From an optimization exercise on the open Yosys and OpenROAD flow, aimed at small area and a short achievable clock period; shortcuts taken in it are not production practice.
Function was checked by simulation only, so behaviour that the tests miss may differ from the original.
The clock port is modelled as an ideal driver; clocking choices that lean on that would not hold on a real chip.

==> flow/design.v, too long to show whole: its modules and the start of the top module <==
// module c6288: 1345 lines
// module mul_fa: 4 lines
// module mul_fx: 6 lines
// module mul_x2: 3 lines
// module mul_maj: 3 lines
// module mul_han: 4 lines
// module mul_xn2: 3 lines
// module mul_or2: 3 lines
// module mul_ha: 4 lines
// module c6288_top: 18 lines
module c6288_top (
  input         clk,
  input  [15:0] a,
  input  [15:0] b,
  output [31:0] p
);
  // ...
==> flow/flow/run.sh <==
#!/bin/bash
# Layout flow: the standard flow (standard synthesis unchanged), with
# small port buffers and timing repair aimed at a tighter setup target than
# the clock period needs. The clock period and constraints are unchanged.
set -uo pipefail
source flow/params.sh
bash standard.sh \
  SETUP_SLACK_MARGIN=$SETUP_MARGIN \
  MATCH_CELL_FOOTPRINT=0 \
  "BUFFER_PORTS_ARGS=-buffer_cell $PORT_BUF" \
  $EXTRA finish > standard.log 2>&1
st=$?
cp orfs/logs/sky130hd/c6288_top/base/*.log . 2>/dev/null
exit $st
==> flow/flow/params.sh <==
SETUP_MARGIN=10.6
PORT_BUF=sky130_fd_sc_hd__buf_1
EXTRA=""
==> flow/standard.sh <==
#!/bin/bash
# synth_recipe.tcl (not shown) runs the flow's synth.tcl, then flattens the netlist and writes it again
# the make line also repeats each setting of config.mk as NAME=value (left out here)
make -C /OpenROAD-flow-scripts/flow DESIGN_CONFIG=/design/flow/config.mk WORK_HOME=/design/flow/orfs CLKGATE_MAP_FILE= SYNTH_SCRIPT=/design/flow/synth_recipe.tcl "${@:-finish}"
==> flow/config.mk <==
export PLATFORM = sky130hd
export DESIGN_NAME = c6288_top
export DESIGN_NICKNAME = c6288_top
export VERILOG_FILES = /design/flow/design.v
export SDC_FILE = /design/flow/constraint.sdc
export NUM_CORES = 4
export LEC_CHECK = 0
export CAP_MARGIN = 20
export CORE_MARGIN = 2
export CORE_UTILIZATION = 40
export SLEW_MARGIN = 20
export SYNTH_HIERARCHICAL = 1
export SYNTH_MINIMUM_KEEP_SIZE = 0
==> flow/constraint.sdc <==
create_clock -name core_clock -period 15.0 [get_ports {clk}]
set_input_delay 3.0000 -clock core_clock [delete_from_list [all_inputs] [get_ports {clk}]]
set_output_delay 3.0000 -clock core_clock [all_outputs]
set_load 0.01 [all_outputs]
==> out/metrics.csv, run 1 <==
metric,value,unit
outcome,finished clean,
dr.pass1.iters,5,
setup_viol,0,
synthMuxAreaShare,0.00249,
crit_top_cell,fa_1,
initial_core_util,0.410,
seq_share,0.145,
cp-endpoint,p_q[29],
worstHoldEndpoint,p_q[0],
clockBufferDepth,2,
syn_nets,1054,
post_cts_buffers,51,
largest_cell_class,multi-input gates,
grt_usage,0.210,
cts_root_buffer,clkbuf_16,
num-multi-input-gates,654,
synth_compound_area_frac,0.0521,
multi_input_area_share,0.704,
r2r-start,b_q[10],
clkSlewWorstSetupHoldPaths,0.06,ns
clkbuf_count,9,
yosysMostFrequentCell,nand2_1,
synth_commonest_cells,"nand2_1, fa_1, dfxtp_1",
design.seq.count,64,
gr-usage-met1,0.269,
numCtsBuffers,9,
fillers,1846,
viasPerCell,5.26,
startpoint,b_q[10],
layout-drive-gt1-share,0.221,
synth_seq_cells,64,
clk_latency,0.35,ns
met3_usage,0.0339,
cts-htree-levels,3,
ys_seq_area_frac,0.159,
yosysWarnings,7,
syn2layout_area_growth,19.9,%
synth_top_cell_area_share,0.486,
largest-register,p_q,
slew_headroom,0.659,
routed_wl,22000,microns
cts-resized-gates,99,
==> run 2, diff against run 1 <==
==> flow/flow/params.sh (replaced) <==
SETUP_MARGIN=0
PORT_BUF=sky130_fd_sc_hd__buf_1
EXTRA=""
==> run 2 against run 1 <==
Still clean. Fmax decreased by 15%. Critical path depth is the same. Synthesized cell count unchanged. Sequential cell count unchanged. Setup slack got worse by 0.87 ns. Clock-buffer cell count rose by 1. Register-to-register slack worse by 0.87 ns. Worst hold slack improved by 0.17 ns. Die area is the same. Largest cell class unchanged.
==> out/metrics.csv, run 2 <==
metric,value,unit,change
layout-drive-gt1-share,0.0496,,was 0.221
crit_family,adder cells,,unchanged
worst-path-buf-inv,0,,unchanged
setup_viol,0,,unchanged
end_kind,register,,unchanged
worstPathMaxFanout,16,,was 6
cts_sinks,64,,unchanged
portBuffers,64,,unchanged
cts-htree-levels,3,,unchanged
path_cells,nand2_1 -> fa_1 -> fa_1 -> fa_1 -> fa_1 -> fa_1 -> fa_1 -> ha_1 -> and3_2 -> and4_2 -> o2111ai_1 -> o211ai_4 -> nor3_2 -> a311oi_2,,was nand2_2 -> fa_1 -> fa_2 -> fa_1 -> fa_1 -> fa_1 -> fa_1 -> ha_4 -> o21ai_2 -> o211a_1 -> or3b_4 -> o211ai_4 -> mux2i_1 -> nand2_1
post_cts_buffers,0,,was 51
clkSlewWorstSetupHoldPaths,0.06,ns,about the same
ys_seq_area_frac,0.159,,unchanged
min_period_over_period,0.380,,was 0.322
fp.coreArea,19600,sq um,unchanged
yosysWarnings,7,,unchanged
hold_violations,0,,unchanged
via_count,5612,,was 5983
die_h,146,microns,unchanged
post-dp-hpwl,15200,microns,was 15400 microns
place_congestion,0.849,,was 0.841
place_ws,9.35,ns,was 9.53 ns
setup_ws,9.30,ns,was 10.17 ns
maxSlewViolCount,0,,unchanged
syn_nets,1054,,unchanged
reg2regPathDepth,14,,unchanged
syn_area_per_cell,10.2,sq um,unchanged
dr.pass1.iters,4,,was 5
synth_seq_cells,64,,unchanged
largest_reg_flops,32,,unchanged
crit_type,register to register,,unchanged
period_minus_slack,5.70,ns,was 4.83 ns
grt_usage,0.194,,was 0.210
ioPinCount,65,,unchanged
synth-async-reset-ratio,0,,unchanged
startpoint,b_q[13],,was b_q[10]
syn-cell-area,8040,sq um,unchanged
synth_compound_area_frac,0.0521,,unchanged
overflow,0,,unchanged
cts_hold_buf,0,,unchanged
synth_top_cell_area_share,0.486,,unchanged
grt_max_degree,17,,unchanged
viasPerCell,5.24,,was 5.26
routed_wl,19800,microns,was 22000 microns
fin_skew,0.00525,ns,was 0.00830 ns
required,15.26,ns,was 15.24 ns
yosysMostFrequentCell,nand2_1,,unchanged
row_count,51,,unchanged
max_stage_delay,0.77,ns,was 0.54 ns
drt_iter0_drc,307,,was 427
final_cell_mix,"nand2_1, fa_1, dfxtp_1, buf_1, ha_1",,"was nand2_1, fa_1, buf_1"
startpoint_type,register,,unchanged
synth_top_family_by_area,adder cells,,unchanged
r2r-start,b_q[13],,was b_q[10]
grt_pass1_wl,32000,microns,was 34300 microns
synth_edf_count,0,,unchanged
tightest_slew,0.875,ns,was 0.511 ns
clockBufferDepth,2,,unchanged
cts_root_buffer,clkbuf_16,,unchanged
drc,0,,unchanged
avgRoutedWirePerCell,18.5,microns,was 19.3 microns
synth_commonest_cells,"nand2_1, fa_1, dfxtp_1",,unchanged
slew_headroom,0.416,,was 0.659
max_freq,0.175,GHz,was 0.207 GHz
antenna_found_initial,0,,unchanged
synth_cell_types,57,,unchanged
synth_adder_area_share,0.540,,unchanged
layout_commonest_cell,nand2_1,,unchanged
slowest_stage,dfxtp_1,,was fa_1
clk_latency,0.34,ns,was 0.35 ns
maxCapViolCount,0,,unchanged
hold_class,register to register,,unchanged
fillers,1901,,was 1846
synth_largest_area_cell,fa_1,,unchanged
postSynthCellCount,791,,unchanged
syn2layout_area_growth,7.70,%,was 19.9%
nNetsFinal,1064,,was 1130
cts_tree,yes,,unchanged
cp-endpoint,p_q[28],,was p_q[29]
yosys.area_share.simple,0.172,,unchanged
dieArea,21300,sq um,unchanged
outcome,finished clean,,unchanged
initial_core_util,0.410,,unchanged
largest-register,p_q,,unchanged
diodes,0,,unchanged
r2r-end,p_q[28],,was p_q[29]
numCtsBuffers,9,,unchanged
crit_top_cell,fa_1,,unchanged
antenna_left,0,,unchanged
synth_area_leaders,"fa_1, dfxtp_1, nand2_1, ha_1, xnor2_1",,unchanged
chipWidth,146,microns,unchanged
placed_area,8350,sq um,was 8450 sq um
ff2ff_setup_slack,9.30,ns,was 10.17 ns
largestRegisters,"p_q: 32 flops, a_q: 16 flops, b_q: 16 flops",,unchanged
finalInstanceArea,8660,sq um,was 9640 sq um
whs,0.797,ns,was 0.623 ns
synth_xor_area_frac,0.0381,,unchanged
synthMuxAreaShare,0.00249,,unchanged
fin_setup_tns,0,ns,unchanged
ys.flop_type,dfxtp_1,,unchanged
rsz0062_at_grt,false,,was true
cp.depth,14,,unchanged
critPathArrivalTime,5.96,ns,was 5.07 ns
grt_pass1_vias,6070,,was 6373
cts-resized-gates,0,,was 99
run 2: per-stage QoR:
stage / cells / utilization
finish: 1071 / 0.442
CTS: 1071 / 0.442
global route: 1071 / 0.442
global placement: 1055 / 0.426
floorplan: 791 / -
detailed placement: 1055 / 0.426
run 2: how the worst min path moves through the flow:
stage | start | end | slack (ns) | cells after the start
after floorplan | b_q[0] | p_q[0] | 0.63 | 2
final | b_q[0] | p_q[0] | 0.80 | 1
after global routing | b_q[0] | p_q[0] | 0.84 | 1
after CTS | b_q[0] | p_q[0] | 0.80 | 1
after global placement | b_q[0] | p_q[0] | 0.78 | 1
after detailed placement | b_q[0] | p_q[0] | 0.79 | 1
run 2: per-layer routing:
metal,GRT usage,share of wire,vias to the layer above,routed length (microns)
met4,0.0809,0.035,0,683
li1,-,-,2486,-
met2,0.323,0.50,209,9850
met3,0.0354,0.058,43,1150
met1,0.251,0.41,2874,8100
met5,0,0,-,0
run 2: cell type report:
class	count	area (sq um)	share of cell area
Clock buffer	10	239	0.0276
Clock inverter	6	67.6	0.00780
Inverter	8	30.0	0.00347
Multi-Input combinational cell	654	6470	0.747
Sequential cell	64	1280	0.148
Tap cell	265	332	0.0383
Timing Repair Buffer	64	240	0.0277
run 2: cell families after synthesis:
group / count (synthesis)
AO/OA/AOI/OAI: 57
XOR/XNOR: 35
adder cells (fa/ha/maj): 230
buffers and inverters: 73
flip-flops: 64
multiplexers: 2
AND/OR/NAND/NOR: 330
run 2: per-module statistics from Yosys, one instance, submodules excluded, a selection:
module     cells inside  area, sq um  flops+latches
c6288               472         2250              0
c6288_top            64         1280             64
mul_fa                1         20.0              0
mul_ha                1         12.5              0
mul_or2               1         6.26              0
mul_xn2               1         8.76              0
==> run 3, diff against run 2 <==
==> flow/flow/run.sh (replaced) <==
#!/bin/bash
set -uo pipefail
source flow/params.sh
export RES=orfs/results/sky130hd/c6288_top/base
ARGS=(MATCH_CELL_FOOTPRINT=0 "BUFFER_PORTS_ARGS=-buffer_cell $PORT_BUF" SETUP_SLACK_MARGIN=$SETUP_MARGIN $EXTRA)
bash standard.sh "${ARGS[@]}" floorplan > std_floorplan.log 2>&1 || exit 1
if [ -n "$IN_FF" ]; then
  IN_FF=$IN_FF openroad -no_init -exit flow/upsize.tcl > upsize.log 2>&1 || exit 1
fi
bash standard.sh "${ARGS[@]}" cts > std_cts.log 2>&1 || exit 1
if [ -n "$SKEW_CELLS" ]; then
  SKEW_CELLS="$SKEW_CELLS" openroad -no_init -exit flow/skew.tcl > skew.log 2>&1 || exit 1
fi
bash standard.sh "${ARGS[@]}" finish > std_finish.log 2>&1
st=$?
cp orfs/logs/sky130hd/c6288_top/base/*.log . 2>/dev/null
exit $st
==> flow/flow/params.sh (replaced) <==
SETUP_MARGIN=0
PORT_BUF=sky130_fd_sc_hd__buf_1
IN_FF=sky130_fd_sc_hd__dfxtp_4
SKEW_CELLS="sky130_fd_sc_hd__clkdlybuf4s50_1 sky130_fd_sc_hd__clkbuf_4"
EXTRA=""
==> flow/flow/skew.tcl (new file) <==
read_db $::env(RES)/4_cts.odb
set block [ord::get_db_block]
set db [ord::get_db]
array set groups {}
foreach inst [$block getInsts] {
  if {[string match {p_q*} [$inst getName]]} {
    set it [$inst findITerm CLK]
    lappend groups([[$it getNet] getName]) $it
  }
}
set k 0
foreach netname [lsort [array names groups]] {
  set src [$block findNet $netname]
  set sx 0; set sy 0; set c 0
  foreach it $groups($netname) {
    set bb [[$it getInst] getBBox]
    incr sx [$bb xMin]; incr sy [$bb yMin]; incr c
  }
  set x [expr {$sx / $c}]; set y [expr {$sy / $c}]
  foreach cell $::env(SKEW_CELLS) {
    set buf [odb::dbInst_create $block [$db findMaster $cell] "skew_buf_$k"]
    set dst [odb::dbNet_create $block "skew_clk_$k"]
    $dst setSigType CLOCK
    [$buf findITerm A] connect $src
    [$buf findITerm X] connect $dst
    $buf setLocation $x $y
    $buf setPlacementStatus PLACED
    set src $dst
    incr k
  }
  foreach it $groups($netname) {
    $it disconnect
    $it connect $src
  }
  puts "leaf $netname: $c product registers behind $::env(SKEW_CELLS)"
}
global_connect
detailed_placement
check_placement
write_db $::env(RES)/4_cts.odb
==> flow/flow/upsize.tcl (new file) <==
# Give the operand registers a stronger flip-flop of the same type.
read_db $::env(RES)/2_floorplan.odb
set block [ord::get_db_block]
set m [[ord::get_db] findMaster $::env(IN_FF)]
set n 0
foreach inst [$block getInsts] {
  set name [$inst getName]
  if {[string match {a_q*} $name] || [string match {b_q*} $name]} {
    $inst swapMaster $m
    incr n
  }
}
puts "upsized $n registers to $::env(IN_FF)"
write_db $::env(RES)/2_floorplan.odb
==> run 3 against run 2 <==
Setup slack gained 1.1 ns. Fmax is 23% higher. Worst hold slack worse by 0.79 ns. Synthesized area is the same. Critical path depth did not move. Utilization is 1.1 points higher. Die area is the same. Clock-buffer cell count is 1 lower. Final cell count grew 1.1%. First-iteration DRC count is 3.9% lower. Critical endpoint is now p_q[26]. Highest routed layer unchanged.
==> out/metrics.csv, run 3 <==
metric,value,unit,change
numCtsBuffers,9,,unchanged
postSynthCellCount,791,,unchanged
worstHoldEndpoint,p_q[0],,unchanged
ff2ff_setup_slack,10.37,ns,was 9.30 ns
drc,0,,unchanged
synth_commonest_cells,"nand2_1, fa_1, dfxtp_1",,unchanged
grt_max_degree,17,,unchanged
hold_start,b_q[0],,unchanged
hold_violations,0,,unchanged
antenna_left,0,,unchanged
nNetsFinal,1076,,was 1064
startpoint_type,register,,unchanged
final_cell_mix,"nand2_1, fa_1, buf_1",,"was nand2_1, fa_1, dfxtp_1, buf_1, ha_1"
cts_root_buffer,clkbuf_16,,unchanged
crit_top_cell,fa_1,,unchanged
portBuffers,64,,unchanged
cts_hold_buf,0,,unchanged
row_count,51,,unchanged
r2r-start,b_q[10],,was b_q[13]
tightest_slew,0.607,ns,was 0.875 ns
syn_area_per_cell,10.2,sq um,unchanged
synth_top_cell_area_share,0.486,,unchanged
largest_reg_flops,32,,unchanged
chipWidth,146,microns,unchanged
crit_type,register to register,,unchanged
avgRoutedWirePerCell,18.6,microns,was 18.5 microns
yosysMostFrequentCell,nand2_1,,unchanged
maxCapViolCount,0,,unchanged
drt_iter0_drc,295,,was 307
fin_skew,0.641,ns,was 0.00525 ns
largestRegisters,"p_q: 32 flops, a_q: 16 flops, b_q: 16 flops",,unchanged
synth-async-reset-ratio,0,,unchanged
clk_latency,0.97,ns,was 0.34 ns
grtUsageMet2,0.333,,was 0.323
outcome,finished clean,,unchanged
dieArea,21300,sq um,unchanged
cts-htree-levels,3,,unchanged
largest-register,p_q,,unchanged
synth_top_family_by_area,adder cells,,unchanged
max_freq,0.216,GHz,was 0.175 GHz
setup_viol,0,,unchanged
busiest_layer,met2,,unchanged
reg2regPathDepth,14,,unchanged
antenna_found_initial,0,,unchanged
yosys.area_share.simple,0.172,,unchanged
synth_largest_area_cell,fa_1,,unchanged
diodes,0,,unchanged
synth_adder_area_share,0.540,,unchanged
crit_family,adder cells,,unchanged
holdPathStages,1,,unchanged
critPathArrivalTime,5.50,ns,was 5.96 ns
synth_seq_cells,64,,unchanged
ys.flop_type,dfxtp_1,,unchanged
syn2layout_area_growth,10.4,%,was 7.70%
via_count,5700,,was 5612
path_cells,nand2_1 -> fa_1 -> fa_1 -> fa_1 -> fa_1 -> fa_1 -> fa_1 -> ha_1 -> and3_2 -> and4_2 -> o2111ai_1 -> o2111a_1 -> o21bai_2 -> xnor2_1,,was nand2_1 -> fa_1 -> fa_1 -> fa_1 -> fa_1 -> fa_1 -> fa_1 -> ha_1 -> and3_2 -> and4_2 -> o2111ai_1 -> o211ai_4 -> nor3_2 -> a311oi_2
synth_xor_area_frac,0.0381,,unchanged
syn-cell-area,8040,sq um,unchanged
ioPinCount,65,,unchanged
r2r-end,p_q[26],,was p_q[28]
layout_commonest_cell,nand2_1,,unchanged
worstPathMaxFanout,16,,unchanged
synthMuxAreaShare,0.00249,,unchanged
synth_edf_count,0,,unchanged
grt_pass1_wl,32700,microns,was 32000 microns
fin_setup_tns,0,ns,unchanged
initial_core_util,0.410,,unchanged
rsz0062_at_grt,false,,unchanged
end_kind,register,,unchanged
required,15.87,ns,was 15.26 ns
synth_compound_area_frac,0.0521,,unchanged
post_cts_buffers,0,,unchanged
ys_seq_area_frac,0.159,,unchanged
hold_class,register to register,,unchanged
maxSlewViolCount,0,,unchanged
clkSlewWorstSetupHoldPaths,0.06,ns,about the same
fp.coreArea,19600,sq um,unchanged
grt_pass1_vias,6121,,was 6070
met3_usage,0.0373,,was 0.0354
gr-usage-met1,0.258,,was 0.251
grt_usage,0.201,,was 0.194
synth_cell_types,57,,unchanged
die_h,146,microns,unchanged
finalInstanceArea,8880,sq um,was 8660 sq um
period_minus_slack,4.63,ns,was 5.70 ns
max_stage_delay,0.57,ns,was 0.77 ns
slowest_stage,fa_1,,was dfxtp_1
yosysWarnings,7,,unchanged
viasPerCell,5.26,,was 5.24
syn_nets,1054,,unchanged
startpoint,b_q[10],,was b_q[13]
place_congestion,0.838,,was 0.849
slew_headroom,0.595,,was 0.416
cts_tree,yes,,unchanged
layout-drive-gt1-share,0.0954,,was 0.0496
clockBufferDepth,2,,unchanged
synth_area_leaders,"fa_1, dfxtp_1, nand2_1, ha_1, xnor2_1",,unchanged
overflow,0,,unchanged
worst-path-buf-inv,0,,unchanged
placed_area,8470,sq um,was 8350 sq um
post-dp-hpwl,15400,microns,was 15200 microns
min_period_over_period,0.309,,was 0.380
cts_sinks,64,,unchanged
routed_wl,20200,microns,was 19800 microns
whs,0.00586,ns,was 0.797 ns
cts-resized-gates,0,,unchanged
dr.pass1.iters,5,,was 4
[run 3: changes by cell type in the layout (fill, tap and decap cells not counted), sizes merged]
cell / delta
inv: -1
clkdlybuf4s50: +6
clkinv: +2
clkbuf: +5
[run 3: Yosys stat by module, one instance, submodules excluded, a selection]
module / cells inside / times used / area, sq um
c6288: 472 / 1 / 2250
c6288_top: 64 / 1 / 1280
mul_fa: 1 / 195 / 20.0
mul_ha: 1 / 30 / 12.5
mul_or2: 1 / 15 / 6.26
mul_xn2: 1 / 15 / 8.76
[run 3: kinds of logic after synthesis]
group                    after synthesis
AND/OR/NAND/NOR                      330
XOR/XNOR                              35
buffers and inverters                 73
flip-flops                            64
adder cells (fa/ha/maj)              230
AO/OA/AOI/OAI                         57
multiplexers                           2
[run 3: how the worst max path moves through the flow]
stage               slack [ns]       to  cells past startpoint
detailed placement        9.77  p_q[29]                     14
floorplan                 9.81  p_q[28]                     16
global placement          9.80  p_q[29]                     14
global route             10.14  p_q[26]                     14
CTS                       9.75  p_q[28]                     14
finish                   10.37  p_q[26]                     14
[run 3: layout make-up]
| class | instances | area (sq um) |
|---|---|---|
| multi-input combinational | 654 | 6470 |
| tap | 265 | 332 |
| fill | 1879 | 10700 |
| sequential | 64 | 1400 |
| inverter | 8 | 30.0 |
| buffer | 12 | 105 |
| timing repair buffer | 64 | 240 |
| clock inverter | 7 | 72.6 |
| clock buffer | 9 | 225 |
[run 3: routing by layer]
layer	share of wire	vias to the layer above
met2	0.50	176
met5	0	-
met1	0.41	2974
met3	0.049	38
met4	0.037	0
li1	-	2512
[run 3: through the flow]
| stage | util | setup WS (ns) | instances |
|---|---|---|---|
| 2_1_floorplan | - | 9.81 | 791 |
| 6_report | 0.453 | 10.37 | 1083 |
| 3_5_place_dp | 0.433 | 9.77 | 1055 |
| 5_1_grt | 0.453 | 10.14 | 1083 |
| 3_3_place_gp | 0.433 | 9.80 | 1055 |
| 4_1_cts | 0.448 | 9.75 | 1071 |
==> run 4, diff against run 3 <==
--- a/flow/config.mk
+++ b/flow/config.mk
@@ -10,2 +10,3 @@
 export CORE_UTILIZATION = 40
+export CTS_BUF_LIST = sky130_fd_sc_hd__clkbuf_4 sky130_fd_sc_hd__clkbuf_8
 export SLEW_MARGIN = 20
==> run 4 against run 3 <==
First-iteration DRC count is 0.34% higher. Synthesized cell count stayed put. Die area stayed put. Clock-buffer cell count stayed put. Sequential share of layout area is 0.15 points higher. Global-route usage hardly changed. Critical path depth stayed put. Largest cell class unchanged. Highest routed layer unchanged.
==> out/metrics.csv, run 4 <==
metric,value,unit,change
startpoint_type,register,,unchanged
cts_root_buffer,clkbuf_8,,was clkbuf_16
layout-drive-gt1-share,0.0951,,was 0.0954
antenna_found_initial,0,,unchanged
portBuffers,64,,unchanged
fp.coreArea,19600,sq um,unchanged
avgRoutedWirePerCell,18.5,microns,was 18.6 microns
dr.pass1.iters,5,,unchanged
final_cell_mix,"nand2_1, fa_1, buf_1",,unchanged
overflow,0,,unchanged
dp_cells,1055,,unchanged
synth_cell_types,57,,unchanged
initial_core_util,0.410,,unchanged
ioPinCount,65,,unchanged
post-dp-hpwl,15400,microns,unchanged
hold_violations,0,,unchanged
nNetsFinal,1078,,was 1076
chipWidth,146,microns,unchanged
rsz0062_at_grt,false,,unchanged
largest_reg_flops,32,,unchanged
setup_viol,0,,unchanged
row_count,51,,unchanged
largest-register,p_q,,unchanged
syn_nets,1054,,unchanged
min_period_over_period,0.308,,was 0.309
cts_sinks,64,,unchanged
syn2layout_area_growth,9.38,%,was 10.4%
syn-cell-area,8040,sq um,unchanged
viasPerCell,5.21,,was 5.26
startpoint,a_q[4],,was b_q[10]
max_freq,0.217,GHz,was 0.216 GHz
synth_edf_count,0,,unchanged
layout_commonest_cell,nand2_1,,unchanged
die_h,146,microns,unchanged
clockBufferDepth,2,,unchanged
numCtsBuffers,9,,unchanged
fin_skew,0.649,ns,was 0.641 ns
drc,0,,unchanged
crit_type,register to register,,unchanged
cts-htree-levels,3,,unchanged
required,15.91,ns,was 15.87 ns
r2r-end,p_q[28],,was p_q[26]
synth_area_leaders,"fa_1, dfxtp_1, nand2_1, ha_1, xnor2_1",,unchanged
synth_top_cell_area_share,0.486,,unchanged
cp-endpoint,p_q[28],,was p_q[26]
routed_wl,20000,microns,was 20200 microns
ys_seq_area_frac,0.159,,unchanged
post_cts_buffers,0,,unchanged
dieArea,21300,sq um,unchanged
finalNonFillerCells,1085,,was 1083
cts-resized-gates,0,,unchanged
grt_pass1_vias,6106,,was 6121
clk_latency,0.99,ns,was 0.97 ns
fin_setup_tns,0,ns,unchanged
period_minus_slack,4.61,ns,was 4.63 ns
synth_commonest_cells,"nand2_1, fa_1, dfxtp_1",,unchanged
via_count,5649,,was 5700
critPathArrivalTime,5.52,ns,was 5.50 ns
ys.flop_type,dfxtp_1,,unchanged
slew_headroom,0.595,,about the same
ff2ff_setup_slack,10.39,ns,was 10.37 ns
reg2regPathDepth,14,,unchanged
postSynthCellCount,791,,unchanged
clkSlewWorstSetupHoldPaths,0.09,ns,was 0.06 ns
antenna_left,0,,unchanged
maxCapViolCount,0,,unchanged
cts_tree,yes,,unchanged
diodes,0,,unchanged
tightest_slew,0.607,ns,about the same
synth_seq_cells,64,,unchanged
worstPathMaxFanout,16,,unchanged
yosysWarnings,7,,unchanged
yosysMostFrequentCell,nand2_1,,unchanged
maxSlewViolCount,0,,unchanged
end_kind,register,,unchanged
synth_largest_area_cell,fa_1,,unchanged
synth-async-reset-ratio,0,,unchanged
largestRegisters,"p_q: 32 flops, a_q: 16 flops, b_q: 16 flops",,unchanged
grt_max_degree,17,,unchanged
syn_area_per_cell,10.2,sq um,unchanged
fillers,1886,,was 1879
hold_class,register to register,,unchanged
grt_pass1_wl,32700,microns,about the same
outcome,finished clean,,unchanged
drt_iter0_drc,296,,was 295
place_congestion,0.838,,unchanged
grt_usage,0.200,,was 0.201
r2r-start,a_q[4],,was b_q[10]
[run 4: cell count changes in the layout (fill, tap and decap cells not counted)]
| cell | before | now |
|---|---|---|
| clkbuf_8 | 0 | 9 |
| dlygate4sd3_1 | 0 | 2 |
| clkbuf_16 | 9 | 0 |
[run 4: per-layer routing]
layer | wire length (microns) | global-route usage | vias up
met5 | 0 | 0 | -
met2 | 10200 | 0.332 | 192
met4 | 687 | 0.0868 | 0
met3 | 1120 | 0.0342 | 40
met1 | 8030 | 0.260 | 2902
li1 | - | - | 2515
[run 4: per-module statistics from Yosys (local to each module, per instance), a selection]
module	copies in the design	flops+latches
mul_fa	195	0
mul_ha	30	0
c6288_top	1	64
mul_xn2	15	0
c6288	1	0
mul_or2	15	0
[run 4: per-stage QoR]
stage	setup slack (ns)	cell area [sq um]	util	hold slack (ns)
after floorplan	9.81	8040	-	0.629
after global placement	9.80	8470	0.433	0.600
after detailed placement	9.77	8470	0.433	0.612
after CTS	9.75	8670	0.443	0.620
after global routing	10.14	8790	0.449	0.0296
final	10.39	8790	0.449	0.0423
[run 4: worst min path at each step]
| stage | startpoint | to | cells after the start |
|---|---|---|---|
| 2_1_floorplan | b_q[0] | p_q[0] | 2 |
| 3_3_place_gp | b_q[0] | p_q[0] | 1 |
| 3_5_place_dp | b_q[0] | p_q[0] | 1 |
| 4_1_cts | b_q[0] | p_q[0] | 1 |
| 5_1_grt | a_q[0] | p_q[1] | 2 |
| 6_report | a_q[0] | p_q[1] | 2 |
[run 4: logic make-up (layout without fill, tap and decap cells)]
logic type               Yosys count  count (layout)  share of synthesized area
AO/OA/AOI/OAI                     57              57                     0.0521
XOR/XNOR                          35              35                     0.0381
adder cells (fa/ha/maj)          230             230                      0.540
buffers and inverters             73             102                     0.0359
flip-flops                        64              64                      0.159
multiplexers                       2               2                    0.00249
AND/OR/NAND/NOR                  330             330                      0.172
[run 4: cell type report]
class / instances / area (sq um) / area share
repair buffers: 66 / 260 / 0.0296
well taps: 265 / 332 / 0.0377
plain buffers: 12 / 105 / 0.0120
clock inverters: 7 / 72.6 / 0.00825
multi-input cells: 654 / 6470 / 0.736
flip-flops and latches: 64 / 1400 / 0.159
clock buffers: 9 / 124 / 0.0141
inverters: 8 / 30.0 / 0.00341
[run 4: critical path, stage by stage (launching register included)]
cell	delay, ns
dfxtp_4	0.46
nand2_1	0.11
fa_1	0.46
fa_1	0.48
fa_1	0.40
fa_1	0.56
fa_1	0.44
fa_1	0.46
ha_1	0.37
and3_2	0.23
and4_2	0.27
o2111ai_1	0.31
o211ai_4	0.26
nor3_2	0.09
a311oi_2	0.23
[run 4: timing repair]
action                     in CTS  in global routing
hold buffers                    0                  2
setup endpoints to repair       0                  0
hold endpoints to repair        0                  1

static timing again, ports no longer ideal:
In the flow no input, the clock included, has a driving cell. The finished layouts below were timed again as built, in two steps. Step 1: set_driving_cell puts a clkbuf_16 on clk and a buf_2 on each other input, an assumption about the parent block. Step 2, shift: input delay + t, output delay - t, t = (earliest + latest rising clock arrival at the registers) / 2. This alone moves slack from input paths to output paths. a / b / c = ideal / step 1 / step 2; a / b = the first two.
run	shift t [ns]	setup slack, ns	latest minus earliest clock arrival (ns)
run 1	0.391	10.170 / 10.170 / 10.170	0.008 / 0.008
run 2	0.383	9.296 / 9.296 / 9.296	0.007 / 0.006
run 3	0.694	10.372 / 10.372 / 10.372	0.641 / 0.641
run 4	0.710	10.388 / 10.388 / 10.388	0.649 / 0.649
Clock arrivals are far apart in run 3 and run 4, so t is only a midpoint there and step 2 fits no single register.
